This design comes from an exercise in tuning for small area and a short achievable clock period on the open sky130 flow, not from production work. Where RTL was checked, it was by simulation tests only, not by an equivalence proof against the original. No functional check of the RTL was part of runs 2, 3 and 7. No activity file was given, so power comes from the tool's default toggle rates.

==> flow/design.v (outline; a module is shown in full before it is edited, if it fits) <==
// module float_adder: 79 lines
// module float_mult: 529 lines
// module mul_fa: 6 lines
// module mul_ha: 6 lines
// module float_comp: 17 lines
// module float2int: 35 lines
// module int2float: 26 lines
// module float_ops: 25 lines
module float_ops(
	input         clk,
	input         rst_n,
	input  [31:0] add_a,
	input  [31:0] add_b,
	output [31:0] add_out,
	input  [31:0] mul_a,
	input  [31:0] mul_b,
	output [31:0] mul_out,
	input  [31:0] cmp_a,
	input  [31:0] cmp_b,
	output        cmp_gt,
	output        cmp_eq,
	output        cmp_lt,
	input  [31:0] f2i_in,
	output [31:0] f2i_out,
	input  [31:0] i2f_in,
	output [31:0] i2f_out
);
  // ...
==> flow/flow/run.sh <==
#!/bin/bash
# Own layout flow: the standard flow (standard synthesis unchanged), with
# the ports buffered by the smallest plain buffer instead of the default
# delay-cell buffer; timing repair upsizes it where a path needs it.
set -euo pipefail
export BUFFER_PORTS_ARGS="-buffer_cell sky130_fd_sc_hd__buf_1"
bash standard.sh finish > standard_flow.log 2>&1
==> flow/standard.sh <==
#!/bin/bash
# synth_recipe.tcl (not shown) runs the flow's synth.tcl, then flattens the netlist and writes it again
# the make line also repeats each setting of config.mk as NAME=value (left out here)
make -C /OpenROAD-flow-scripts/flow DESIGN_CONFIG=/design/flow/config.mk WORK_HOME=/design/flow/orfs CLKGATE_MAP_FILE= SYNTH_SCRIPT=/design/flow/synth_recipe.tcl "${@:-finish}"
==> flow/config.mk <==
export PLATFORM = sky130hd
export DESIGN_NAME = float_ops
export DESIGN_NICKNAME = float_ops
export VERILOG_FILES = /design/flow/design.v
export SDC_FILE = /design/flow/constraint.sdc
export NUM_CORES = 4
export LEC_CHECK = 0
export CAP_MARGIN = 20
export CORE_MARGIN = 2
export CORE_UTILIZATION = 40
export SETUP_SLACK_MARGIN = 5
export SLEW_MARGIN = 20
export SYNTH_HIERARCHICAL = 1
export SYNTH_MINIMUM_KEEP_SIZE = 0
==> flow/constraint.sdc <==
create_clock -name core_clock -period 10.0 [get_ports {clk}]
set_input_delay 2.0000 -clock core_clock [delete_from_list [all_inputs] [get_ports {clk}]]
set_output_delay 2.0000 -clock core_clock [all_outputs]
set_load 0.01 [all_outputs]
==> flow_summary_export.csv, run 1 <==
group,metric,value,unit
outcome,status,"finished clean",
power_and_ir_drop,clkPwrFrac,14.7,%
synth,synth_top_area_share,20.59,%
setup_path,startpoint,"u_add.d0[1]$_SDFF_PN1_",
clock_tree,cts-hold-fix-buffers,0,
detailed_routing,top_layer,"met4",
power_and_ir_drop,powerSeq,0.00226,W
sta,timing.final.ws_setup,5198,ps
detailed_routing,vias,31010,
clock_tree,cts.htree.levels,2,
sta,slew_headroom,36.72,%
detailed_routing,wl,109900,µm
synth,synth_compound_area_share,18.50,%
synth,syn-cell-area,36170,µm²
detailed_routing,via_per_inst,5.742,
sta,clock.fmax,208.3,MHz
synth,synth.most_common_cell,"dfxtp_1",
setup_path,rr_startpoint,"u_add.d0[1]$_SDFF_PN1_",
clock_tree,cts_made_buffers,43,
job,max_cap_viol_count,0,
finish,nets,4927,
floorplan,fp.dieH,304.7,µm
floorplan,tap_cells,1176,
synth,synth-simple-area-share,12.21,%
setup_path,r2r-end,"u_add.r1[26]$_DFF_P_",
detailed_routing,wire_per_inst,20.35,µm
synth,yosysTopAreaCell,"dfxtp_1",
setup_path,cp.required,10450,ps
power_and_ir_drop,p_seq_share,20.6,%
synth,ys_top_cells_by_area,"dfxtp_1, fa_1, xnor2_1",
floorplan,die_w,304.7,µm
sta,final-hold-violation-count,0,
setup_path,worst_setup_path_start_kind,"flop",
clock_tree,clk_pin_slew,60,ps
==> module float_adder, before the edit <==
module float_adder(clk,rst_n,add_a,add_b,adder_out);
input wire [31:0] add_a,add_b;
output wire [31:0] adder_out;
input rst_n,clk;
wire [7:0] ea = add_a[30:23];
wire [7:0] eb = add_b[30:23];
wire [8:0] dab = {1'b0, ea} - {1'b0, eb};
wire [8:0] dba = {1'b0, eb} - {1'b0, ea};
wire a_lt_b = add_a[30:0] < add_b[30:0];
wire [7:0] d   = a_lt_b ? dba[7:0] : dab[7:0];
wire [31:0] bg  = a_lt_b ? add_b : add_a;
wire [22:0] sf  = a_lt_b ? add_a[22:0] : add_b[22:0];
reg        s0, sub0, bz0, hb0;
reg [7:0]  e0;
reg [4:0]  d0;
reg [22:0] fa0, fb0;
always @(posedge clk) begin
	s0   <= bg[31];
	sub0 <= add_a[31] ^ add_b[31];
	bz0  <= ~|{add_a, add_b};
	e0   <= bg[30:23];
	d0   <= (d > 8'd27) ? 5'd31 : d[4:0];
	fa0  <= bg[22:0];
	hb0  <= (d <= 8'd46);
	fb0  <= (d <= 8'd46) ? sf : 23'd0;
end
wire [23:0] bm = {hb0, fb0};
wire [26:0] ar = {2'b01, fa0, 2'b00};
wire [26:0] br = {1'b0, bm, 2'b00} >> d0;
reg st;
integer k;
always @(*) begin
	st = 1'b0;
	for (k = 0; k < 24; k = k + 1)
		if ((k + 3 <= d0) && (k + 23 >= d0)) st = st | bm[k];
end
wire [26:0] r = ar + (br ^ {27{sub0}}) + {26'd0, sub0 & ~st};
reg [26:0] r1;
reg        s1, bz1, nan1;
reg [7:0]  e1;
always @(posedge clk) begin
	r1   <= r;
	s1   <= s0;
	bz1  <= bz0;
	nan1 <= &e0;
	e1   <= e0;
end
reg [4:0] ss;
integer i;
always @(*) begin
	ss = 5'd24;
	for (i = 3; i <= 26; i = i + 1)
		if (r1[i]) ss = 26 - i;
end
wire [23:0] q    = r1[26] ? r1[25:2] : (r1[25] ? r1[24:1] : r1[23:0]);
wire [22:0] fr   = q[23:1] + {22'd0, q[0]};
wire [26:0] n    = r1 << ss;
wire [22:0] frac = (r1[26] | r1[25] | r1[24]) ? fr : n[25:3];
wire        zero = bz1 | ~|r1;
reg        s2;
reg [7:0]  e2;
reg [22:0] f2;
always @(posedge clk) begin
	if (nan1) begin
		s2 <= s1;
		e2 <= 8'hff;
		f2 <= 23'd1;
	end else if (zero) begin
		s2 <= 1'b0;
		e2 <= 8'd0;
		f2 <= 23'd0;
	end else begin
		s2 <= s1;
		e2 <= e1 + 8'd1 - {3'd0, ss};
		f2 <= frac;
	end
end
assign adder_out = {s2, e2, f2};
endmodule
==> run 2, diff against run 1 <==
--- a/flow/design.v
+++ b/flow/design.v
@@ -7,8 +7,11 @@
 wire [8:0] dab = {1'b0, ea} - {1'b0, eb};
 wire [8:0] dba = {1'b0, eb} - {1'b0, ea};
+wire e_lt  = dab[8];                       
 wire a_lt_b = add_a[30:0] < add_b[30:0];
-wire [7:0] d   = a_lt_b ? dba[7:0] : dab[7:0];
-wire [31:0] bg  = a_lt_b ? add_b : add_a;
-wire [22:0] sf  = a_lt_b ? add_a[22:0] : add_b[22:0];
+wire [7:0] d    = e_lt ? dba[7:0] : dab[7:0];
+wire       sat  = e_lt ? (dba[7:0] > 8'd27) : (dab[7:0] > 8'd27);
+wire       near = e_lt ? (dba[7:0] <= 8'd46) : (dab[7:0] <= 8'd46);
+wire [22:0] fam = add_a[22:0] & {23{near}};
+wire [22:0] fbm = add_b[22:0] & {23{near}};
 reg        s0, sub0, bz0, hb0;
 reg [7:0]  e0;
@@ -16,12 +19,12 @@
 reg [22:0] fa0, fb0;
 always @(posedge clk) begin
-	s0   <= bg[31];
+	s0   <= a_lt_b ? add_b[31] : add_a[31];
 	sub0 <= add_a[31] ^ add_b[31];
 	bz0  <= ~|{add_a, add_b};
-	e0   <= bg[30:23];
-	d0   <= (d > 8'd27) ? 5'd31 : d[4:0];
-	fa0  <= bg[22:0];
-	hb0  <= (d <= 8'd46);
-	fb0  <= (d <= 8'd46) ? sf : 23'd0;
+	e0   <= e_lt ? eb : ea;
+	d0   <= sat ? 5'd31 : d[4:0];
+	fa0  <= a_lt_b ? add_b[22:0] : add_a[22:0];
+	hb0  <= near;
+	fb0  <= a_lt_b ? fam : fbm;
 end
 wire [23:0] bm = {hb0, fb0};
--- a/flow/config.mk
+++ b/flow/config.mk
@@ -9,4 +9,6 @@
 export CORE_MARGIN = 2
 export CORE_UTILIZATION = 40
+export CTS_BUF_LIST = sky130_fd_sc_hd__clkbuf_4 sky130_fd_sc_hd__clkbuf_8
+export CTS_CLUSTER_SIZE = 20
 export SETUP_SLACK_MARGIN = 5
 export SLEW_MARGIN = 20
==> flow_summary_export.csv, run 2 <==
group,metric,value,unit
detailed_routing,first_iter_violations,2519,
finish,fillCellCount,8881,
finish,final_common_cell,"xnor2_1",
synth,ys_async_sr_fraction,0,%
synth,synthAdderAreaFrac,22.06,%
finish,most-common-layout-cells,"xnor2_1, buf_1, dfxtp_1",
outcome,status,"finished clean",
synth,synth_compound_area_share,19.88,%
placement,placed_area,38590,µm²
detailed_routing,wire_per_inst,20.56,µm
finish,finalInstanceArea,40280,µm²
clock_tree,cts_made_buffers,68,
synth,yosysTopAreaCell,"dfxtp_1",
setup_path,cp_num_buf_inv,1,
finish,reg_top3,"u_f2i.m_r: 32 flops, u_i2f.m_r: 31 flops, u_add.r1: 27 flops",
power_and_ir_drop,p_leak,15.89,nW
synth,synth_commonest_cells,"xnor2_1, dfxtp_1, a22oi_1",
floorplan,initial_utilization,40.37,%
placement,dpl.hpwl,81120,µm
sta,skew,27.81,ps
global_route,antenna_found_initial,3,
finish,syn_to_final_growth,10.68,%
setup_path,cp_max_fo,24,
synth,synth_top_family_by_area,"adder cells",
finish,layout-drive-gt1-share,9.188,%
synth,synth.most_common_cell,"xnor2_1",
detailed_routing,drtAntennaViolNets,0,
setup_path,crit_path_cell_trace,"buf_4 > a22oi_1 > xnor2_1 > fa_1 > fa_1 > fa_1 > fa_1 > fa_1 > fa_1 > ha_1 > nand4_1 > nor2_1 > a211oi_2 > o41ai_1",
detailed_routing,vias,31180,
sta,slew_headroom,28.38,%
synth,synth-simple-area-share,12.12,%
setup_path,slowest_stage,"fa_1",
synth,ys_top_cells_by_area,"dfxtp_1, fa_1, xnor2_1",
clock_tree,root_buffer,"clkbuf_8",
setup_path,max_stage_delay,530,ps
synth,synth_edf_count,0,
setup_path,crit_type,"flop to flop",
synth,synth-seq-cells,372,
floorplan,rows,110,
sta,min_period_over_period,48.20,%
global_route,grt_use_total,23.49,%
setup_path,critical_path_arrival,5360,ps
synth,yosysSeqAreaShare,20.46,%
hold_path,min_path_type,"flop to flop",
placement,routabilityCongestion,0.9265,
synth,yosysUniqueCellTypes,121,
detailed_routing,wl,112400,µm
sta,slew_violations,0,
power_and_ir_drop,powerDensity,273.5,nW/µm²
floorplan,dieArea,93420,µm²
floorplan,fp.dieH,305.6,µm
placement,io_buffers,387,
setup_path,worst_setup_path_start_kind,"flop",
synth,synthMuxAreaShare,8.536,%
global_route,grt_max_degree,78,
global_route,grt_pass1_vias,30500,
synth,syn_area_per_cell,9.072,µm²
global_route,grt.overflow.total,0,
clock_tree,clkLatencyLatePin,690,ps
synth,synth_ff_type,"dfxtp_1",
synth,syn-cell-area,36390,µm²
setup_path,crit_family,"adder cells",
detailed_routing,drt_pass1_iterations,6,
setup_path,cp-end-kind,"flop",
sta,worst_pin_slew,1073,ps
synth,synth-xor-area-share,11.14,%
synth,ys_warn_count,11,
global_route,grt_first_pass_wirelength,174800,µm
power_and_ir_drop,ir_worst_vdd,0.2267,mV
sta,holdWs,312.1,ps
floorplan,die_w,305.6,µm
clock_tree,cts_tree,"done",
clock_tree,clk_pin_slew,60,ps
sta,layout_min_cycle_time,4820,ps
floorplan,io_pins,389,
finish,top_register,"u_f2i.m_r",
sta,finalSetupViolations,0,
clock_tree,cts_buffer_depth,3,
clock_tree,cts.htree.levels,3,
finish,post-route-util,44.68,%
finish,nets,4969,
sta,final-hold-violation-count,0,
detailed_routing,drc,0,
clock_tree,cts.sink_count,372,
job,max_cap_viol_count,0,
sta,rsz0062_at_grt,"true",
synth,synth_top_area_share,20.46,%
sta,clock.fmax,207.5,MHz
synth,netlist_instances,4012,
setup_path,crit_top_cell,"fa_1",
detailed_routing,via_per_inst,5.703,
setup_path,cp.required,10540,ps
floorplan,coreArea,90150,µm²
finish,largest_reg_flops,32,
sta,fin_tns_setup,0,ps
[run 2: cell count changes after synthesis, moves of 12 or more]
cell | previous run | this run
mux2_2 | 90 | 55
xnor2_1 | 366 | 389
o21ai_0 | 163 | 175
a21o_1 | 35 | 61
clkbuf_1 | 214 | 230
nand3_1 | 49 | 83
xor2_1 | 98 | 72
buf_2 | 60 | 31
nand2_1 | 239 | 212
nor3_1 | 77 | 48
mux2_1 | 8 | 30
mux2i_1 | 154 | 131
[run 2: cell families after synthesis]
| family | after synthesis |
|---|---|
| AND/OR/NAND/NOR | 876 |
| AO/OA/AOI/OAI | 1051 |
| flip-flops | 372 |
| other | 2 |
| adder cells (fa/ha/maj) | 479 |
| multiplexers | 255 |
| XOR/XNOR | 462 |
| buffers and inverters | 515 |
[run 2: worst paths after layout]
path                             start           endpoint  slack (ps)  cells past startpoint
setup reg to reg  u_mul.two[6]$_DFF_P_  u_mul.cl1$_DFF_P_        5180                     14
hold reg to reg       u_mul.s1$_DFF_P_   u_mul.s2$_DFF_P_         310                      0
setup / recovery  u_mul.two[6]$_DFF_P_  u_mul.cl1$_DFF_P_        5180                     14
hold / removal        u_mul.s1$_DFF_P_   u_mul.s2$_DFF_P_         310                      0
[run 2: per-module statistics from Yosys (local to each module, per instance), excerpt]
module / cells inside / flops+latches
float_mult: 1285 / 163
mul_ha: 1 / 0
float2int: 389 / 36
float_comp: 117 / 2
float_adder: 1419 / 133
int2float: 514 / 38
mul_fa: 1 / 0
[run 2: cell type report]
| cell class | instances | area, µm² | area share (%) |
|---|---|---|---|
| clock inverters | 30 | 302.8 | 0.7517 |
| flip-flops and latches | 372 | 7458 | 18.52 |
| diodes | 3 | 7.507 | 0.01864 |
| repair buffers | 470 | 2173 | 5.395 |
| well taps | 1176 | 1471 | 3.653 |
| clock buffers | 96 | 1259 | 3.125 |
| multi-input cells | 3126 | 26870 | 66.70 |
| inverters | 194 | 740.7 | 1.839 |
[run 2: stage by stage]
stage | std cells | setup slack [ps] | total power [W]
final | 5467 | 5180 | 0.01102
after global routing | 5465 | 4937 | 0.01205
after CTS | 5463 | 5002 | 0.01100
after detailed placement | 5337 | 4596 | 0.009283
after global placement | 5337 | 4649 | 0.009169
after floorplan | 4013 | 5128 | 0.007237
[run 2: timing repair]
item                                    in CTS  in global routing
pin swaps                                    0                  3
endpoints found under the setup margin       7                 14
hold buffers                                 0                  0
gates cloned                                 0                  1
resized for setup                            2                 27
setup buffers                                0                  0
[run 2: where the power goes]
| part | total [W] | switching [W] | internal, W |
|---|---|---|---|
| clock | 0.00164 | 0.000710 | 0.000931 |
| combinational | 0.00710 | 0.00398 | 0.00312 |
| sequential | 0.00228 | 0.000338 | 0.00194 |
[run 2: layer usage]
layer | track usage (%) | up-vias | share of wire, %
li1 | - | 14710 | -
met1 | 31.52 | 15100 | 44
met2 | 38.23 | 1202 | 46
met3 | 3.709 | 170 | 6.7
met4 | 8.374 | 2 | 2.7
met5 | 0 | - | 0.0098
==> run 3, diff against run 2 <==
==> flow/flow/run.sh (replaced) <==
#!/bin/bash
set -euo pipefail
export BUFFER_PORTS_ARGS="-buffer_cell sky130_fd_sc_hd__buf_1"
export SETUP_SLACK_MARGIN=5.5
bash standard.sh finish > standard_flow.log 2>&1
--- a/flow/config.mk
+++ b/flow/config.mk
@@ -9,7 +9,4 @@
 export CORE_MARGIN = 2
 export CORE_UTILIZATION = 40
-export CTS_BUF_LIST = sky130_fd_sc_hd__clkbuf_4 sky130_fd_sc_hd__clkbuf_8
-export CTS_CLUSTER_SIZE = 20
-export SETUP_SLACK_MARGIN = 5
 export SLEW_MARGIN = 20
 export SYNTH_HIERARCHICAL = 1
==> flow_summary_export.csv, run 3 <==
group,metric,value,unit
synth,ys_warn_count,11,
hold_path,min_path_type,"flop to flop",
clock_tree,root_buffer,"clkbuf_16",
global_route,grt_use_total,24.12,%
clock_tree,cts_buffer_depth,3,
sta,slew_headroom,38.66,%
finish,most-common-layout-cells,"buf_1, xnor2_1, dfxtp_1",
synth,synth_edf_count,0,
finish,nets,4970,
clock_tree,clkLatencyLatePin,630,ps
detailed_routing,first_iter_violations,2808,
floorplan,coreArea,90150,µm²
floorplan,rows,110,
synth,ys_async_sr_fraction,0,%
setup_path,cp_max_fo,27,
detailed_routing,vias,31720,
finish,top_register,"u_f2i.m_r",
synth,yosysSeqAreaShare,20.46,%
synth,yosysUniqueCellTypes,121,
power_and_ir_drop,p_leak,16.49,nW
power_and_ir_drop,powerDensity,274.6,nW/µm²
detailed_routing,drtAntennaViolNets,0,
setup_path,worst_setup_path_start_kind,"flop",
finish,reg_top3,"u_f2i.m_r: 32 flops, u_i2f.m_r: 31 flops, u_add.r1: 27 flops",
global_route,grt_pass1_vias,30890,
detailed_routing,via_per_inst,5.825,
clock_tree,cts.sink_count,372,
detailed_routing,wl,116600,µm
global_route,grt_first_pass_wirelength,179000,µm
clock_tree,cts-hold-fix-buffers,0,
setup_path,critical_path_arrival,5030,ps
floorplan,initial_utilization,40.37,%
synth,syn-cell-area,36390,µm²
floorplan,dieArea,93420,µm²
sta,timing.final.ws_setup,5442,ps
job,max_cap_viol_count,0,
placement,pre_cts_ws,4456,ps
clock_tree,cts_tree,"done",
finish,syn_to_final_growth,14.93,%
setup_path,crit_type,"flop to flop",
floorplan,die_w,305.6,µm
finish,post-route-util,46.40,%
synth,synth.most_common_cell,"xnor2_1",
global_route,antenna_found_initial,1,
synth,synth_ff_type,"dfxtp_1",
detailed_routing,drt_pass1_iterations,6,
global_route,use_met1,32.86,%
sta,min_period_over_period,45.58,%
global_route,top_usage_layer,"met2",
detailed_routing,wire_per_inst,21.41,µm
sta,rsz0062_at_grt,"true",
detailed_routing,drc,0,
setup_path,max_stage_delay,550,ps
synth,synth-seq-cells,372,
floorplan,io_pins,389,
finish,layout-drive-gt1-share,10.87,%
finish,largest_reg_flops,32,
sta,finalSetupViolations,0,
power_and_ir_drop,power.total,0.01148,W
finish,multiInputGateArea,27280,µm²
outcome,status,"finished clean",
finish,fillCellCount,8632,
setup_path,cp-end-kind,"flop",
sta,layout_min_cycle_time,4558,ps
finish,final_common_cell,"buf_1",
clock_tree,cts_made_buffers,45,
placement,dpl.hpwl,80730,µm
synth,synth_top_area_share,20.46,%
sta,worst_pin_slew,919.0,ps
global_route,met2_usage,39.30,%
setup_path,slowest_stage,"fa_1",
sta,holdWs,317.9,ps
setup_path,cp.required,10470,ps
synth,syn_area_per_cell,9.072,µm²
sta,fin_tns_setup,0,ps
sta,skew,38.65,ps
setup_path,crit_path_cell_trace,"buf_6 > xnor2_1 > fa_1 > fa_2 > fa_1 > fa_1 > fa_2 > fa_1 > ha_4 > nand4_1 > nor2_1 > a211oi_2 > o41ai_2",
power_and_ir_drop,ir_worst_vdd,0.2604,mV
placement,routabilityCongestion,0.9233,
global_route,grt_max_degree,78,
clock_tree,cts.htree.levels,2,
sta,slew_violations,0,
synth,ys_top_cells_by_area,"dfxtp_1, fa_1, xnor2_1",
synth,synth_commonest_cells,"xnor2_1, dfxtp_1, a22oi_1",
clock_tree,clk_pin_slew,60,ps
placement,io_buffers,387,
global_route,grt_use_met3,4.014,%
setup_path,crit_top_cell,"fa_1",
synth,yosysTopAreaCell,"dfxtp_1",
finish,ff_latch_area,7516,µm²
global_route,grt.overflow.total,0,
finish,diodes,0,
sta,clock.fmax,219.4,MHz
synth,netlist_instances,4012,
floorplan,fp.dieH,305.6,µm
sta,final-hold-violation-count,0,
run 3: cell counts after synthesis:
Identical to the previous run, type by type.
run 3: Yosys stat by module, one instance, submodules excluded, excerpt:
module       flops+latches  cells inside
mul_fa                   0             1
mul_ha                   0             1
float2int               36           389
float_mult             163          1285
int2float               38           514
float_comp               2           117
float_adder            133          1419
run 3: worst paths after layout:
path,from,endpoint,slack [ps],depth (start not counted)
worst min-delay path,u_add.bz0$_DFF_P_,u_add.bz1$_DFF_P_,320,0
worst min register to register,u_add.bz0$_DFF_P_,u_add.bz1$_DFF_P_,320,0
worst max-delay path,u_mul.neg[4]$_DFF_P_,u_mul.cl1$_DFF_P_,5440,13
worst max register to register,u_mul.neg[4]$_DFF_P_,u_mul.cl1$_DFF_P_,5440,13
run 3: repair_timing:
item,in CTS,in global routing
resized for setup,168,68
endpoints found under the setup margin,91,93
gates cloned,15,3
pin swaps,19,17
buffers inserted,10,1
run 3: kinds of logic (layout without fill, tap and decap cells):
| family | Yosys count | after routing | synth area share, % |
|---|---|---|---|
| DFF | 372 | 372 | 20.46 |
| other | 2 | 3 | 0.02063 |
| muxes | 255 | 255 | 8.536 |
| AOI/OAI and AO/OA | 1051 | 1051 | 19.88 |
| buffers and inverters | 515 | 771 | 5.782 |
| and+or+nand+nor | 876 | 877 | 12.12 |
| xor gates and xnor gates | 462 | 462 | 11.14 |
| adders and majority gates | 479 | 479 | 22.06 |
run 3: through the flow:
| step | cells | area (µm²) |
|---|---|---|
| finish | 5446 | 41830 |
| global route | 5446 | 41830 |
| CTS | 5442 | 41440 |
| detailed placement | 5333 | 38610 |
| global placement | 5332 | 38590 |
| floorplan | 4013 | 36470 |
run 3: report_power, final:
group          internal (W)  switching (W)
Combinational       0.00332        0.00409
Clock               0.00104       0.000739
Sequential          0.00194       0.000344
run 3: layer usage:
| layer | up-vias | wire length, µm |
|---|---|---|
| met5 | - | 0 |
| met4 | 0 | 3039 |
| met3 | 197 | 8479 |
| met2 | 1282 | 54190 |
| met1 | 15510 | 50910 |
| li1 | 14730 | - |
run 3: cell type report:
type / instances / area share, %
Sequential cell: 372 / 17.97
Clock inverter: 28 / 0.9482
Inverter: 194 / 1.789
Timing Repair Buffer: 493 / 7.565
Tap cell: 1176 / 3.518
Multi-Input combinational cell: 3127 / 65.23
Clock buffer: 56 / 2.982
run 3: worst max-delay path: cells and delay by family (launching register included):
family / cells / cell delay [ps]
buffers and inverters: 1 / 380
AND/OR/NAND/NOR: 2 / 200
flip-flops: 1 / 340
adder cells (fa/ha/maj): 7 / 2960
XOR/XNOR: 1 / 200
AO/OA/AOI/OAI: 2 / 310
==> module int2float, before the edit <==
module int2float(clk,rst_n,int_in,float_out);
input wire clk,rst_n;
input wire [31:0] int_in;
output wire [31:0] float_out;
wire        s   = int_in[31];
wire [31:0] y   = int_in ^ {32{s}};
wire [31:0] mag = s ? (~int_in + 32'd1) : int_in;
reg  [5:0]  c;
integer i;
always @(*) begin
	c = 6'd32;
	for (i = 0; i < 32; i = i + 1)
		if (y[i]) c = 31 - i;
end
wire [31:0] m8 = mag << {c[5:3], 3'b000};
reg        s_r;
reg [5:0]  c_r;
reg [31:0] m_r;
always @(posedge clk) begin
	s_r <= s;
	c_r <= c;
	m_r <= m8;
end
wire [31:0] n = m_r << c_r[2:0];
assign float_out = {s_r, n[31] ? (8'd158 - {2'd0, c_r}) : (8'd159 - {2'd0, c_r}), n[30:8]};
endmodule
==> run 4, diff against run 3 <==
--- a/flow/design.v
+++ b/flow/design.v
@@ -56,8 +56,6 @@
 		if (r1[i]) ss = 26 - i;
 end
-wire [23:0] q    = r1[26] ? r1[25:2] : (r1[25] ? r1[24:1] : r1[23:0]);
-wire [22:0] fr   = q[23:1] + {22'd0, q[0]};
 wire [26:0] n    = r1 << ss;
-wire [22:0] frac = (r1[26] | r1[25] | r1[24]) ? fr : n[25:3];
+wire [22:0] frac = n[25:3] + {22'd0, n[2]};
 wire        zero = bz1 | ~|r1;
 reg        s2;
@@ -688,5 +686,5 @@
 		if (y[i]) c = 31 - i;
 end
-wire [31:0] m8 = mag << {c[5:3], 3'b000};
+wire [31:0] m8 = mag << {c[5:2], 2'b00};
 reg        s_r;
 reg [5:0]  c_r;
@@ -697,5 +695,5 @@
 	m_r <= m8;
 end
-wire [31:0] n = m_r << c_r[2:0];
+wire [31:0] n = m_r << c_r[1:0];
 assign float_out = {s_r, n[31] ? (8'd158 - {2'd0, c_r}) : (8'd159 - {2'd0, c_r}), n[30:8]};
 endmodule
==> flow/flow/run.sh (replaced) <==
#!/bin/bash
set -euo pipefail
export BUFFER_PORTS_ARGS="-buffer_cell sky130_fd_sc_hd__buf_1"
export SETUP_SLACK_MARGIN=6
bash standard.sh finish > standard_flow.log 2>&1
==> flow_summary_export.csv, run 4 <==
group,metric,value,unit
detailed_routing,via_per_inst,5.971,
clock_tree,cts_made_buffers,45,
clock_tree,cts-hold-fix-buffers,0,
sta,rsz0062_at_grt,"true",
synth,ys_warn_count,11,
synth,synth_top_family_by_area,"adder cells",
detailed_routing,drc,0,
outcome,status,"finished clean",
detailed_routing,vias,33470,
finish,syn_to_final_growth,21.95,%
placement,io_buffers,387,
synth,synth_top_area_share,20.27,%
synth,synthMuxAreaShare,6.983,%
power_and_ir_drop,powerDensity,278.4,nW/µm²
sta,fin_tns_setup,0,ps
synth,yosysUniqueCellTypes,131,
clock_tree,cts_buffer_depth,3,
synth,yosysTopAreaCell,"dfxtp_1",
sta,skew,17.49,ps
synth,ys_async_sr_fraction,0,%
global_route,grt_max_degree,47,
synth,yosysSeqAreaShare,20.27,%
finish,ff_latch_area,7491,µm²
global_route,grt_pass1_vias,32020,
sta,slew_violations,0,
floorplan,die_w,305.4,µm
finish,top_register,"u_f2i.m_r",
global_route,antenna_found_initial,8,
synth,netlist_instances,4051,
clock_tree,cts.sink_count,368,
finish,multiInputGateArea,28550,µm²
setup_path,critical_path_arrival,4970,ps
setup_path,cp-end-kind,"flop",
floorplan,fp.dieH,305.4,µm
detailed_routing,wl,124300,µm
detailed_routing,drtAntennaViolNets,0,
power_and_ir_drop,ir_worst_vdd,0.2991,mV
setup_path,cp_max_fo,12,
synth,synth-simple-area-share,12.65,%
synth,syn-cell-area,36340,µm²
sta,slew_headroom,33.20,%
power_and_ir_drop,power.total,0.01234,W
setup_path,crit_type,"flop to flop",
synth,synth-seq-cells,368,
floorplan,coreArea,90010,µm²
finish,fillCellCount,8404,
finish,largest_reg_flops,32,
placement,dpl.hpwl,82320,µm
sta,worst_pin_slew,992.8,ps
detailed_routing,drt_pass1_iterations,6,
clock_tree,cts_tree,"done",
job,max_cap_viol_count,0,
sta,final-hold-violation-count,0,
sta,min_period_over_period,45.06,%
synth,ys_top_cells_by_area,"dfxtp_1, fa_1, xnor2_1",
setup_path,cp.required,10470,ps
hold_path,min_path_type,"flop to flop",
detailed_routing,first_iter_violations,3108,
synth,synth_ff_type,"dfxtp_1",
synth,synthAdderAreaFrac,22.12,%
setup_path,worst_setup_path_start_kind,"flop",
global_route,grt_first_pass_wirelength,186300,µm
floorplan,dieArea,93270,µm²
floorplan,initial_utilization,40.37,%
floorplan,rows,110,
global_route,grt.overflow.total,0,
clock_tree,clkLatencyLatePin,600,ps
synth,synth_commonest_cells,"xnor2_1, dfxtp_1, a22oi_1",
power_and_ir_drop,p_leak,17.19,nW
finish,most-common-layout-cells,"xnor2_1, buf_1, dfxtp_1",
finish,layout-drive-gt1-share,18.78,%
sta,clock.fmax,222.0,MHz
synth,synth-xor-area-share,10.86,%
global_route,grt_use_total,25.05,%
synth,syn_area_per_cell,8.970,µm²
detailed_routing,wire_per_inst,22.18,µm
sta,layout_min_cycle_time,4506,ps
synth,synth.most_common_cell,"xnor2_1",
placement,routabilityCongestion,0.9352,
finish,final_common_cell,"xnor2_1",
synth,synth_edf_count,0,
clock_tree,clk_pin_slew,60,ps
finish,reg_top3,"u_f2i.m_r: 32 flops, u_add.r1: 27 flops, u_i2f.m_r: 27 flops",
clock_tree,root_buffer,"clkbuf_16",
finish,nets,5127,
sta,finalSetupViolations,0,
floorplan,io_pins,389,
clock_tree,cts.htree.levels,2,
synth,synth_compound_area_share,21.27,%
## run 4: changes by cell type after synthesis, moves of 21 or more
cell,before,now
mux2i_1,131,86
a21oi_1,195,227
nor3_1,48,75
o21ai_0,175,211
mux2_2,55,34
mux2_1,30,9
## run 4: worst paths after layout
kind                        startpoint                  end  slack, ps  depth (start not counted)
hold reg to reg    u_mul.e0[3]$_DFF_P_  u_mul.e1[3]$_DFF_P_        330                          0
hold / removal     u_mul.e0[3]$_DFF_P_  u_mul.e1[3]$_DFF_P_        330                          0
setup / recovery  u_mul.two[2]$_DFF_P_    u_mul.cl1$_DFF_P_       5490                         14
setup reg to reg  u_mul.two[2]$_DFF_P_    u_mul.cl1$_DFF_P_       5490                         14
## run 4: critical path, cell delays in order (launching register included)
cell and delay [ps]:
dfxtp_4 370, buf_12 160, a22oi_2 220, xnor2_2 170, fa_2 490, fa_2 400, fa_1 470, fa_1 530
fa_1 460, ha_4 300, ha_4 190, a21o_1 160, a21o_1 170, a21oi_2 180, o21ai_4 100
## run 4: stage by stage
stage / hold WS (ps) / setup slack, ps / std cells / util [%] / area [µm²]
2_1_floorplan: 309.6 / 5612 / 4052 / - / 37020
3_3_place_gp: 309.6 / 4376 / 5376 / 43.09 / 38790
3_5_place_dp: 312.1 / 4342 / 5376 / 43.09 / 38790
4_1_cts: 326.1 / 5529 / 5550 / 47.42 / 42680
5_1_grt: 328.3 / 5383 / 5603 / 49.23 / 44310
6_report: 325.7 / 5494 / 5605 / 49.23 / 44320
## run 4: cells by family (layout without fill, tap and decap cells)
group                      Yosys count  after routing
AOI/OAI and AO/OA                 1139           1141
xor gates and xnor gates           449            449
adders and majority gates          480            480
buffers and inverters              508            879
DFF                                368            368
muxes                              183            183
other                                2              6
and+or+nand+nor                    922            923
## run 4: final cells by class
type	instances	share of cell area (%)
antenna	3	0.01694
clock buffer	57	2.778
clock inverter	26	0.6212
inverter	195	1.824
multi-input combinational	3179	64.43
sequential	368	16.90
tap	1176	3.320
timing repair buffer	598	10.06
timing repair inverter	3	0.03953
## run 4: timing repair
| action | in CTS | in global routing |
|---|---|---|
| endpoints found under the setup margin | 205 | 144 |
| buffers inserted | 74 | 39 |
| hold endpoints to repair | 0 | 0 |
| gates cloned | 17 | 13 |
| resized for setup | 348 | 262 |
| pin swaps | 97 | 116 |
## run 4: per-module statistics from Yosys, one instance, submodules excluded, excerpt
module       flip-flops and latches  cells  copies in the design  cell area (µm²)
mul_ha                            0      1                    34            12.51
float_mult                      163   1283                     1            11350
mul_fa                            0      1                   254            20.02
float_adder                     133   1449                     1            11070
float_comp                        2    117                     1            898.4
int2float                        34    525                     1             4110
float2int                        36    389                     1             3405
## run 4: where the power goes
part | leakage [nW] | internal, W | switching (W)
Clock | 0.735 | 0.000942 | 0.000697
Combinational | 13.4 | 0.00373 | 0.00465
Sequential | 3.09 | 0.00194 | 0.000380
## run 4: layer usage
metal	part of all wire (%)	track usage, %	vias up
met5	0.043	0	-
met4	3.0	7.481	8
met3	9.8	5.110	279
met2	45	39.74	1822
met1	42	34.33	16110
li1	-	-	15250
==> run 5, diff against run 4 <==
==> flow/flow/run.sh (replaced) <==
#!/bin/bash
set -euo pipefail
export BUFFER_PORTS_ARGS="-buffer_cell sky130_fd_sc_hd__buf_1"
export SETUP_SLACK_MARGIN=5.5
bash standard.sh finish > standard_flow.log 2>&1
==> flow_summary_export.csv, run 5 <==
group,metric,value,unit
finish,largest_reg_flops,32,
finish,top_register,"u_f2i.m_r",
synth,syn-cell-area,36340,µm²
synth,synth_top_area_share,20.27,%
outcome,status,"finished clean",
sta,fin_tns_setup,0,ps
setup_path,rr_worst_depth,16,
setup_path,cp.required,10500,ps
floorplan,die_w,305.4,µm
setup_path,cp_max_fo,26,
sta,finalSetupViolations,0,
sta,layout_min_cycle_time,4442,ps
synth,synth_edf_count,0,
finish,nets,5056,
synth,netlist_instances,4051,
synth,yosysTopAreaCell,"dfxtp_1",
floorplan,io_pins,389,
finish,layout-drive-gt1-share,12.34,%
floorplan,initial_utilization,40.37,%
finish,finalInstanceArea,42310,µm²
sta,skew,27.44,ps
synth,ys_top_cells_by_area,"dfxtp_1, fa_1, xnor2_1",
sta,min_period_over_period,44.42,%
power_and_ir_drop,intPower,0.006311,W
setup_path,startpoint,"u_add.r1[10]$_DFF_P_",
setup_path,max_stage_delay,550,ps
synth,ys_warn_count,11,
synth,synth_ff_type,"dfxtp_1",
setup_path,slowest_stage,"dfxtp_1",
detailed_routing,drc,0,
setup_path,crit_type,"flop to flop",
hold_path,hold_start,"u_add.s0$_DFF_P_",
synth,synth-seq-cells,368,
clock_tree,cts_tree,"done",
setup_path,critical_path_arrival,4940,ps
clock_tree,cts.sink_count,368,
job,max_cap_viol_count,0,
setup_path,endpoint,"u_add.f2[22]$_SDFF_PP0_",
synth,syn_area_per_cell,8.970,µm²
hold_path,min_path_type,"flop to flop",
sta,worst_pin_slew,1064,ps
power_and_ir_drop,power_switching,0.005357,W
power_and_ir_drop,p_leak,16.49,nW
clock_tree,cts.htree.levels,2,
placement,routabilityCongestion,0.9297,
global_route,grt_pass1_vias,31260,
placement,placed_area,38540,µm²
sta,rsz0062_at_grt,"true",
placement,dpl.hpwl,80950,µm
synth,yosysSeqAreaShare,20.27,%
power_and_ir_drop,power_frac_comb,66.6,%
sta,slew_violations,0,
power_and_ir_drop,powerDensity,275.8,nW/µm²
placement,pre_cts_ws,4408,ps
finish,most-common-layout-cells,"buf_1, xnor2_1, dfxtp_1",
setup_path,worst_setup_path_start_kind,"flop",
finish,fillCellCount,8688,
sta,final-hold-violation-count,0,
global_route,grt_max_degree,66,
sta,slew_headroom,28.64,%
placement,io_buffers,387,
setup_path,cp-end-kind,"flop",
finish,final_common_cell,"buf_1",
floorplan,dieArea,93270,µm²
clock_tree,clk_pin_slew,70,ps
detailed_routing,wl,118200,µm
clock_tree,cts_made_buffers,43,
clock_tree,clkLatencyLatePin,610,ps
power_and_ir_drop,ir_worst_vdd,0.2675,mV
setup_path,rrSetupSlack,5560,ps
setup_path,r2r-end,"u_add.f2[22]$_SDFF_PP0_",
detailed_routing,drt_pass1_iterations,6,
detailed_routing,via_per_inst,5.938,
global_route,grt_first_pass_wirelength,178400,µm
power_and_ir_drop,netSwitchingFraction,45.91,%
floorplan,rows,110,
sta,clock.fmax,225.1,MHz
setup_path,crit_path_cell_trace,"nor2_1 > o311a_1 > and4_1 > nor2_4 > inv_4 > mux2_2 > mux2i_1 > buf_4 > nor2_1 > ha_1 > ha_1 > o2111ai_1 > nor3_2 > nand2_1 > nor4_1 > mux2_1",
clock_tree,root_buffer,"clkbuf_16",
global_route,grt.overflow.total,0,
detailed_routing,vias,32830,
detailed_routing,first_iter_violations,3162,
synth,yosysUniqueCellTypes,131,
detailed_routing,drtAntennaViolNets,0,
global_route,grt_use_total,23.84,%
power_and_ir_drop,p_seq_share,19.3,%
finish,syn_to_final_growth,16.44,%
synth,ys_async_sr_fraction,0,%
synth,synth.most_common_cell,"xnor2_1",
sta,timing.final.ws_setup,5558,ps
floorplan,fp.dieH,305.4,µm
detailed_routing,wire_per_inst,21.38,µm
clock_tree,cts_buffer_depth,3,
synth,synth_commonest_cells,"xnor2_1, dfxtp_1, a22oi_1",
setup_path,rr_startpoint,"u_add.r1[10]$_DFF_P_",
global_route,antenna_found_initial,11,
finish,reg_top3,"u_f2i.m_r: 32 flops, u_add.r1: 27 flops, u_i2f.m_r: 27 flops",
floorplan,coreArea,90010,µm²
power_and_ir_drop,clkPwrFrac,14.1,%
[run 5: cell type report]
cell class / instances / area [µm²] / share of cell area (%)
Clock inverter: 27 / 337.8 / 0.7984
Sequential cell: 368 / 7447 / 17.60
Clock buffer: 51 / 1146 / 2.709
Timing Repair inverter: 2 / 12.51 / 0.02957
Multi-Input combinational cell: 3177 / 27550 / 65.10
Tap cell: 1176 / 1471 / 3.477
Antenna cell: 1 / 2.502 / 0.005914
Timing Repair Buffer: 532 / 3593 / 8.493
Inverter: 195 / 757.0 / 1.789
[run 5: cell families after synthesis]
kind of cell,after synthesis,share of synthesized area [%]
xor gates and xnor gates,449,10.86
AOI/OAI and AO/OA,1139,21.27
adders and majority gates,480,22.12
other,2,0.02067
and+or+nand+nor,922,12.65
muxes,183,6.983
DFF,368,20.27
buffers and inverters,508,5.822
[run 5: worst min path at each step]
| stage | endpoint | slack [ps] | cells past startpoint |
|---|---|---|---|
| global placement | u_mul.e1[6]$_DFF_P_ | 310 | 0 |
| floorplan | u_add.bz1$_DFF_P_ | 310 | 0 |
| global route | u_mul.ovf1$_DFF_P_ | 330 | 0 |
| finish | u_add.s1$_DFF_P_ | 320 | 0 |
| CTS | u_add.s1$_DFF_P_ | 330 | 0 |
| detailed placement | u_mul.unf1$_DFF_P_ | 310 | 0 |
[run 5: critical path: cells and delay by family, from the launching register on]
kind,cells,cell delay [ps]
DFF,1,550
and+or+nand+nor,7,1660
muxes,3,790
AOI/OAI and AO/OA,2,520
adders and majority gates,2,470
buffers and inverters,2,340
[run 5: repair_timing]
item,in CTS,in global routing
buffers inserted,11,29
hold buffers,0,0
gates resized for setup,167,168
pin swaps,10,39
endpoints found under the setup margin,93,61
cloned,11,16
[run 5: power by group through the flow]
stage          Combinational (W)  Sequential, W  Clock [W]
6_report                 0.00777        0.00225    0.00165
5_1_grt                  0.00862        0.00229    0.00176
4_1_cts                  0.00727        0.00225    0.00170
3_5_place_dp             0.00712        0.00227          0
3_3_place_gp             0.00699        0.00227          0
2_1_floorplan            0.00515        0.00219          0
[run 5: per-layer routing]
layer | GRT usage, % | part of all wire [%]
met2 | 38.11 | 46
met5 | 0 | 0.091
met1 | 32.62 | 43
met4 | 6.530 | 2.4
met3 | 4.922 | 9.2
[run 5: metrics by stage]
step	hold WS, ps	total power, W	utilization, %	cells
after global placement	311.6	0.009258	42.80	5382
after detailed placement	313.5	0.009386	42.82	5383
after CTS	325.0	0.01122	45.60	5483
after floorplan	309.6	0.007341	-	4052
after global routing	331.1	0.01267	47.01	5528
final	322.4	0.01167	47.01	5529
[run 5: Yosys stat by module (local to each module, per instance), a selection]
module       flip-flops and latches  cells inside  area, µm²
mul_ha                            0             1      12.51
float2int                        36           389       3405
float_mult                      163          1283      11350
float_adder                     133          1449      11070
float_comp                        2           117      898.4
int2float                        34           525       4110
mul_fa                            0             1      20.02
==> run 6, diff against run 5 <==
--- a/flow/config.mk
+++ b/flow/config.mk
@@ -9,4 +9,6 @@
 export CORE_MARGIN = 2
 export CORE_UTILIZATION = 40
+export CTS_CLUSTER_DIAMETER = 150
+export CTS_CLUSTER_SIZE = 24
 export SLEW_MARGIN = 20
 export SYNTH_HIERARCHICAL = 1
==> flow_summary_export.csv, run 6 <==
group,metric,value,unit
sta,clock.fmax,224.2,MHz
synth,synth_edf_count,0,
power_and_ir_drop,powerDensity,261.7,nW/µm²
setup_path,rr_startpoint,"u_mul.fa0[16]$_DFF_P_",
detailed_routing,drtAntennaViolNets,0,
floorplan,io_pins,389,
placement,io_buffers,387,
floorplan,die_w,305.4,µm
finish,top_register,"u_f2i.m_r",
detailed_routing,wl,118700,µm
sta,fin_tns_setup,0,ps
outcome,status,"finished clean",
synth,syn_area_per_cell,8.970,µm²
synth,syn-cell-area,36340,µm²
clock_tree,root_buffer,"clkbuf_16",
floorplan,initial_utilization,40.37,%
clock_tree,clkLatencyLatePin,580,ps
synth,netlist_instances,4051,
floorplan,dieArea,93270,µm²
clock_tree,cts_tree,"done",
setup_path,critical_path_arrival,4930,ps
sta,skew,50.12,ps
sta,slew_violations,0,
placement,dp.cells,5383,
finish,layout-drive-gt1-share,11.72,%
clock_tree,cts.htree.levels,1,
global_route,grt_use_total,23.39,%
placement,dpl.hpwl,80950,µm
synth,synth_commonest_cells,"xnor2_1, dfxtp_1, a22oi_1",
setup_path,cp_max_fo,25,
job,max_cap_viol_count,0,
clock_tree,cts-hold-fix-buffers,0,
setup_path,worst_setup_path_start_kind,"flop",
setup_path,cp-end-kind,"flop",
sta,min_period_over_period,44.61,%
synth,yosysUniqueCellTypes,131,
global_route,antenna_found_initial,11,
power_and_ir_drop,ir_worst_vdd,0.2749,mV
sta,rsz0062_at_grt,"true",
finish,layout.cells.non_filler,5486,
sta,final-hold-violation-count,0,
synth,synth.most_common_cell,"xnor2_1",
global_route,grt_pass1_vias,30820,
global_route,grt_first_pass_wirelength,176200,µm
setup_path,cp.required,10470,ps
clock_tree,cts_made_buffers,19,
floorplan,coreArea,90010,µm²
finish,syn_to_final_growth,14.41,%
hold_path,hold_start,"u_add.s0$_DFF_P_",
synth,yosysTopAreaCell,"dfxtp_1",
sta,finalSetupViolations,0,
global_route,grt_max_degree,66,
synth,ys_async_sr_fraction,0,%
sta,worst_pin_slew,1078,ps
detailed_routing,wire_per_inst,21.64,µm
setup_path,crit_type,"flop to flop",
synth,synth_ff_type,"dfxtp_1",
synth,synth_top_area_share,20.27,%
synth,synth-seq-cells,368,
finish,reg_top3,"u_f2i.m_r: 32 flops, u_add.r1: 27 flops, u_i2f.m_r: 27 flops",
detailed_routing,first_iter_violations,3187,
synth,yosysSeqAreaShare,20.27,%
floorplan,fp.dieH,305.4,µm
sta,slew_headroom,27.69,%
finish,most-common-layout-cells,"buf_1, xnor2_1, dfxtp_1",
detailed_routing,drt_pass1_iterations,7,
finish,final_common_cell,"buf_1",
sta,layout_min_cycle_time,4461,ps
clock_tree,clk_pin_slew,100,ps
power_and_ir_drop,p_leak,16.08,nW
hold_path,min_path_type,"flop to flop",
clock_tree,cts.sink_count,368,
setup_path,startpoint,"u_mul.fa0[16]$_DFF_P_",
floorplan,rows,110,
synth,ys_warn_count,11,
detailed_routing,via_per_inst,5.959,
synth,ys_top_cells_by_area,"dfxtp_1, fa_1, xnor2_1",
detailed_routing,vias,32690,
placement,routabilityCongestion,0.9297,
finish,largest_reg_flops,32,
clock_tree,cts_buffer_depth,3,
finish,nets,5042,
global_route,grt.overflow.total,0,
detailed_routing,drc,0,
run 6: final timing paths:
check             depth (start not counted)  slack (ps)                 to
setup / recovery                         14        5540  u_mul.cl1$_DFF_P_
hold / removal                            0         330   u_add.s1$_DFF_P_
setup reg to reg                         14        5540  u_mul.cl1$_DFF_P_
hold reg to reg                           0         330   u_add.s1$_DFF_P_
run 6: cell type report:
cell class	instances	area (µm²)
Fill cell	8760	48440
Multi-Input combinational cell	3178	27530
Sequential cell	368	7478
Timing Repair Buffer	541	3779
Tap cell	1176	1471
Inverter	195	763.2
Clock buffer	22	506.7
Clock inverter	2	25.02
Timing Repair inverter	2	12.51
Antenna cell	2	5.005
run 6: power by group:
group	total, W	internal, W	switching (W)
Clock	0.000848	0.000364	0.000484
Sequential	0.00225	0.00193	0.000317
Combinational	0.00778	0.00343	0.00435
run 6: routing by layer:
layer  routed length, µm  track usage (%)  vias to the layer above
li1                    -                -                    15040
met1               50270            32.57                    15900
met2               54370            37.67                     1528
met3               10950            4.139                      205
met4                3023            5.476                       18
met5                 109                0                        -
run 6: critical path: stages, from the launching register on:
cell,delay (ps)
dfxtp_1,380
buf_12,220
a22oi_2,100
xnor2_2,150
fa_1,550
fa_2,370
fa_1,480
fa_1,520
fa_1,580
ha_4,220
ha_4,210
a21o_1,160
a21o_1,190
a21oi_2,150
o21ai_2,90
run 6: kinds of logic after synthesis:
family	synth area share, %
buf+inv	5.822
compound gates	21.27
xor+xnor	10.86
simple gates	12.65
fa+ha+maj	22.12
mux	6.983
flops	20.27
other cells	0.02067
run 6: through the flow:
step / power (W) / util [%] / worst slack, ps / cell area (µm²) / hold WS [ps]
3_3_place_gp: 0.009258 / 42.80 / 4427 / 38520 / 311.6
5_1_grt: 0.01184 / 46.18 / 5372 / 41570 / 342.9
6_report: 0.01088 / 46.19 / 5539 / 41570 / 333.1
4_1_cts: 0.01039 / 44.28 / 5482 / 39860 / 336.7
2_1_floorplan: 0.007341 / - / 5504 / 36380 / 309.6
3_5_place_dp: 0.009386 / 42.82 / 4408 / 38540 / 313.5
run 6: modules after synthesis, one instance, submodules excluded, excerpt:
module	cells inside	flops+latches	cell area (µm²)	copies in the design
float_adder	1449	133	11070	1
mul_fa	1	0	20.02	254
float2int	389	36	3405	1
float_comp	117	2	898.4	1
float_mult	1283	163	11350	1
mul_ha	1	0	12.51	34
int2float	525	34	4110	1
run 6: repair_timing:
action	in CTS	in global routing
endpoints found under the setup margin	96	58
cloned	7	28
setup buffers	11	31
pin swaps	10	41
gates resized for setup	145	222
==> run 7, diff against run 6 <==
--- a/flow/design.v
+++ b/flow/design.v
@@ -686,5 +686,5 @@
 		if (y[i]) c = 31 - i;
 end
-wire [31:0] m8 = mag << {c[5:2], 2'b00};
+wire [31:0] m8 = mag << {c[5:3], 3'b000};
 reg        s_r;
 reg [5:0]  c_r;
@@ -695,5 +695,5 @@
 	m_r <= m8;
 end
-wire [31:0] n = m_r << c_r[1:0];
+wire [31:0] n = m_r << c_r[2:0];
 assign float_out = {s_r, n[31] ? (8'd158 - {2'd0, c_r}) : (8'd159 - {2'd0, c_r}), n[30:8]};
 endmodule
==> flow/flow/run.sh (replaced) <==
#!/bin/bash
# Own layout flow: the standard flow (standard synthesis unchanged), with
# the ports buffered by the smallest plain buffer instead of the default
# delay-cell buffer; timing repair upsizes it where a path needs it.
set -euo pipefail
export BUFFER_PORTS_ARGS="-buffer_cell sky130_fd_sc_hd__buf_1"
bash standard.sh finish > standard_flow.log 2>&1
--- a/flow/config.mk
+++ b/flow/config.mk
@@ -8,7 +8,6 @@
 export CAP_MARGIN = 20
 export CORE_MARGIN = 2
-export CORE_UTILIZATION = 40
-export CTS_CLUSTER_DIAMETER = 150
-export CTS_CLUSTER_SIZE = 24
+export CORE_UTILIZATION = 55
+export SETUP_SLACK_MARGIN = 5
 export SLEW_MARGIN = 20
 export SYNTH_HIERARCHICAL = 1
==> flow_summary_export.csv, run 7 <==
group,metric,value,unit
global_route,grt_first_pass_wirelength,168000,µm
synth,ys_warn_count,11,
sta,slew_violations,0,
sta,worst_pin_slew,1095,ps
setup_path,r2r-end,"u_mul.cl1$_DFF_P_",
setup_path,worst_setup_path_start_kind,"input pin",
power_and_ir_drop,power.total,0.01125,W
clock_tree,cts-hold-fix-buffers,0,
power_and_ir_drop,ir_worst_vdd,0.7152,mV
detailed_routing,wire_per_inst,21.07,µm
synth,yosysTopAreaCell,"dfxtp_1",
clock_tree,clk_pin_slew,60,ps
synth,ys_top_cells_by_area,"dfxtp_1, fa_1, xnor2_1",
synth,synth_commonest_cells,"dfxtp_1, xnor2_1, a22oi_1",
detailed_routing,via_per_inst,6.140,
global_route,grt_pass1_vias,30380,
setup_path,crit_type,"input pin to flop",
floorplan,fp.dieH,259.5,µm
finish,nets,4937,
synth,synth_top_area_share,20.74,%
detailed_routing,drt_pass1_iterations,6,
synth,syn_area_per_cell,9.003,µm²
setup_path,rr_worst_depth,15,
setup_path,cp-end-kind,"flop",
clock_tree,root_buffer,"clkbuf_16",
setup_path,critical_path_arrival,5360,ps
clock_tree,cts.sink_count,372,
placement,io_buffers,387,
finish,top_register,"u_f2i.m_r",
finish,final_common_cell,"buf_1",
sta,timing.final.ws_setup,5074,ps
clock_tree,cts.htree.levels,2,
synth,synth-seq-cells,372,
clock_tree,cts_tree,"done",
synth,yosysSeqAreaShare,20.74,%
clock_tree,cts_made_buffers,43,
global_route,grt_max_degree,78,
placement,dpl.hpwl,76310,µm
outcome,status,"finished clean",
floorplan,coreArea,64460,µm²
floorplan,die_w,259.5,µm
synth,synth.most_common_cell,"dfxtp_1",
sta,final-hold-violation-count,0,
detailed_routing,drtAntennaViolNets,0,
floorplan,rows,93,
setup_path,cp_max_fo,69,
sta,clock.fmax,203.0,MHz
hold_path,holdPathEnd,"u_add.bz1$_DFF_P_",
power_and_ir_drop,powerDensity,284.8,nW/µm²
placement,pre_cts_ws,4584,ps
sta,skew,29.15,ps
job,max_cap_viol_count,0,
synth,syn-cell-area,35900,µm²
global_route,antenna_found_initial,2,
sta,fin_tns_setup,0,ps
detailed_routing,first_iter_violations,3017,
finish,fillCellCount,5893,
global_route,grt.overflow.total,0,
sta,slew_headroom,27.01,%
sta,holdWs,324.1,ps
hold_path,hold_start,"u_add.bz0$_DFF_P_",
synth,synth_edf_count,0,
sta,rsz0062_at_grt,"true",
power_and_ir_drop,p_leak,15.58,nW
synth,yosysUniqueCellTypes,121,
synth,ys_async_sr_fraction,0,%
setup_path,rr_startpoint,"u_mul.one[4]$_DFF_P_",
finish,layout-drive-gt1-share,8.077,%
sta,min_period_over_period,49.26,%
synth,synth_ff_type,"dfxtp_1",
setup_path,rrSetupSlack,5210,ps
floorplan,dieArea,67340,µm²
clock_tree,clkLatencyLatePin,600,ps
detailed_routing,drc,0,
finish,post-route-util,61.25,%
floorplan,initial_utilization,55.69,%
sta,finalSetupViolations,0,
finish,most-common-layout-cells,"buf_1, xnor2_1, dfxtp_1",
floorplan,io_pins,389,
detailed_routing,vias,31270,
finish,syn_to_final_growth,9.977,%
setup_path,cp.required,10430,ps
finish,largest_reg_flops,32,
sta,layout_min_cycle_time,4926,ps
global_route,grt_use_total,31.20,%
clock_tree,cts_buffer_depth,3,
placement,routabilityCongestion,0.9379,
hold_path,hold_depth,0,
finish,reg_top3,"u_f2i.m_r: 32 flops, u_i2f.m_r: 31 flops, u_add.r1: 27 flops",
synth,netlist_instances,3988,
detailed_routing,wl,107300,µm
hold_path,min_path_type,"flop to flop",
[run 7: cell count changes in the layout (fill, tap and decap cells not counted), sizes merged, moves of 12 or more]
cell / before / now
a211oi: 45 / 61
a21oi: 228 / 170
buf: 504 / 468
clkinv: 2 / 14
mux2: 45 / 58
mux4: 51 / 33
nand2: 231 / 254
nand3: 85 / 53
nor2: 252 / 271
o21ai: 232 / 192
[run 7: cell type report]
| type | count | area [µm²] | area share [%] |
|---|---|---|---|
| clock buffer | 58 | 1242 | 3.147 |
| antenna | 4 | 10.01 | 0.02535 |
| timing repair buffer | 470 | 2236 | 5.663 |
| tap | 855 | 1070 | 2.709 |
| sequential | 372 | 7456 | 18.88 |
| clock inverter | 21 | 225.2 | 0.5704 |
| timing repair inverter | 1 | 5.005 | 0.01268 |
| multi-input combinational | 3119 | 26510 | 67.14 |
| inverter | 193 | 732.0 | 1.854 |
[run 7: metrics by stage]
stage          instance area [µm²]  cells
2_1_floorplan                35910   3989
3_3_place_gp                 37780   5007
3_5_place_dp                 37790   5008
4_1_cts                      39290   5087
5_1_grt                      39480   5089
6_report                     39490   5093
[run 7: power breakdown]
part	switching [W]	leakage [nW]	internal, W
Sequential	0.000294	3.11	0.00196
Combinational	0.00422	11.7	0.00316
Clock	0.000663	0.723	0.000954
Total	0.00518	15.6	0.00607
[run 7: timing repair]
item                       4_1_cts  5_1_grt
setup endpoints to repair       12       21
resized for setup               12       39
buffers inserted                 0        1
cloned                           0        1
pin swaps                        0        1
[run 7: cells by family (layout without fill, tap and decap cells)]
kind of cell / Yosys count / after routing / synth area share (%)
xor gates and xnor gates: 454 / 454 / 11.10
DFF: 372 / 372 / 20.74
adders and majority gates: 480 / 480 / 22.39
AOI/OAI and AO/OA: 1056 / 1056 / 20.48
and+or+nand+nor: 938 / 938 / 13.00
muxes: 188 / 188 / 6.625
other: 2 / 7 / 0.02092
buffers and inverters: 498 / 743 / 5.653
[run 7: how the worst max path moves through the flow]
stage                            from  cells past startpoint                   end  slack (ps)
6_report                    add_b[16]                     14  u_add.fa0[6]$_DFF_P_        5070
5_1_grt        u_add.d0[0]$_SDFF_PP1_                     22  u_add.r1[24]$_DFF_P_        4950
2_1_floorplan  u_add.d0[1]$_SDFF_PP1_                     21  u_add.r1[24]$_DFF_P_        5220
3_3_place_gp                add_b[16]                     14  u_add.fa0[6]$_DFF_P_        4610
4_1_cts        u_add.d0[2]$_SDFF_PP1_                     20  u_add.r1[24]$_DFF_P_        4990
3_5_place_dp                add_b[16]                     14  u_add.fa0[6]$_DFF_P_        4580
[run 7: worst max-delay path, cell delays in order]
cell     delay (ps)
buf_1           230
inv_1           100
ha_1            300
a21o_1          160
a21o_1          160
a21o_1          160
a21o_1          170
a21o_1          170
a21o_1          170
a221o_1         290
a41oi_1         330
o31ai_4          70
buf_4           360
o21ai_0         630
[run 7: per-layer routing]
metal	part of all wire, %	wire length, µm	vias up	global-route usage (%)
li1	-	-	14650	-
met1	44	47230	15050	43.28
met2	45	48470	1346	49.24
met3	8.2	8806	223	6.210
met4	2.6	2785	0	9.195
met5	0	0	-	0
[run 7: per-module statistics from Yosys, one instance, submodules excluded, excerpt]
module / cells inside / area [µm²] / copies in the design / flops+latches
mul_ha: 1 / 12.51 / 34 / 0
float2int: 389 / 3405 / 1 / 36
float_mult: 1283 / 11350 / 1 / 163
mul_fa: 1 / 20.02 / 254 / 0
float_comp: 117 / 898.4 / 1 / 2
int2float: 514 / 3829 / 1 / 38

==> re-timing with driven ports <==
How much do the figures lean on ideal ports? The routed layouts below were timed once more, with nothing changed but the port constraints. Step 1 assumes that a clkbuf_16 drives the clock port and a buf_2 every other input. Step 2 adds t to the input delays and takes it off the output delays; t is the mean of the earliest and latest rising clock arrival at the registers after step 1. Input paths then give back, and output paths get back, about the clock's delay inside the block. Three values: no drivers, after step 1, after step 2; two values: the first two.
run	t (ns)	slack for setup (ns)	clock arrival spread, ns	worst data-port slew with drivers (ns)	cell pins on the clock port's net
run 1	0.652	5.198 / 5.198 / 4.630	0.044 / 0.044	0.08	1
run 2	0.748	5.180 / 5.180 / 4.692	0.036 / 0.035	0.05	1
run 3	0.672	5.442 / 5.442 / 4.938	0.040 / 0.039	0.08	1
run 4	0.659	5.494 / 5.494 / 5.358	0.019 / 0.018	0.16	1
run 5	0.669	5.558 / 5.545 / 4.954	0.029 / 0.028	0.16	1
run 6	0.627	5.539 / 5.539 / 5.030	0.051 / 0.052	0.16	1
run 7	0.657	5.074 / 5.116 / 4.460	0.032 / 0.031	0.09	1
After both steps setup and hold are still met in every run listed. For run 7, which loses most, drivers alone change the setup slack by +0.042 ns; drivers and shift together by -0.614 ns.
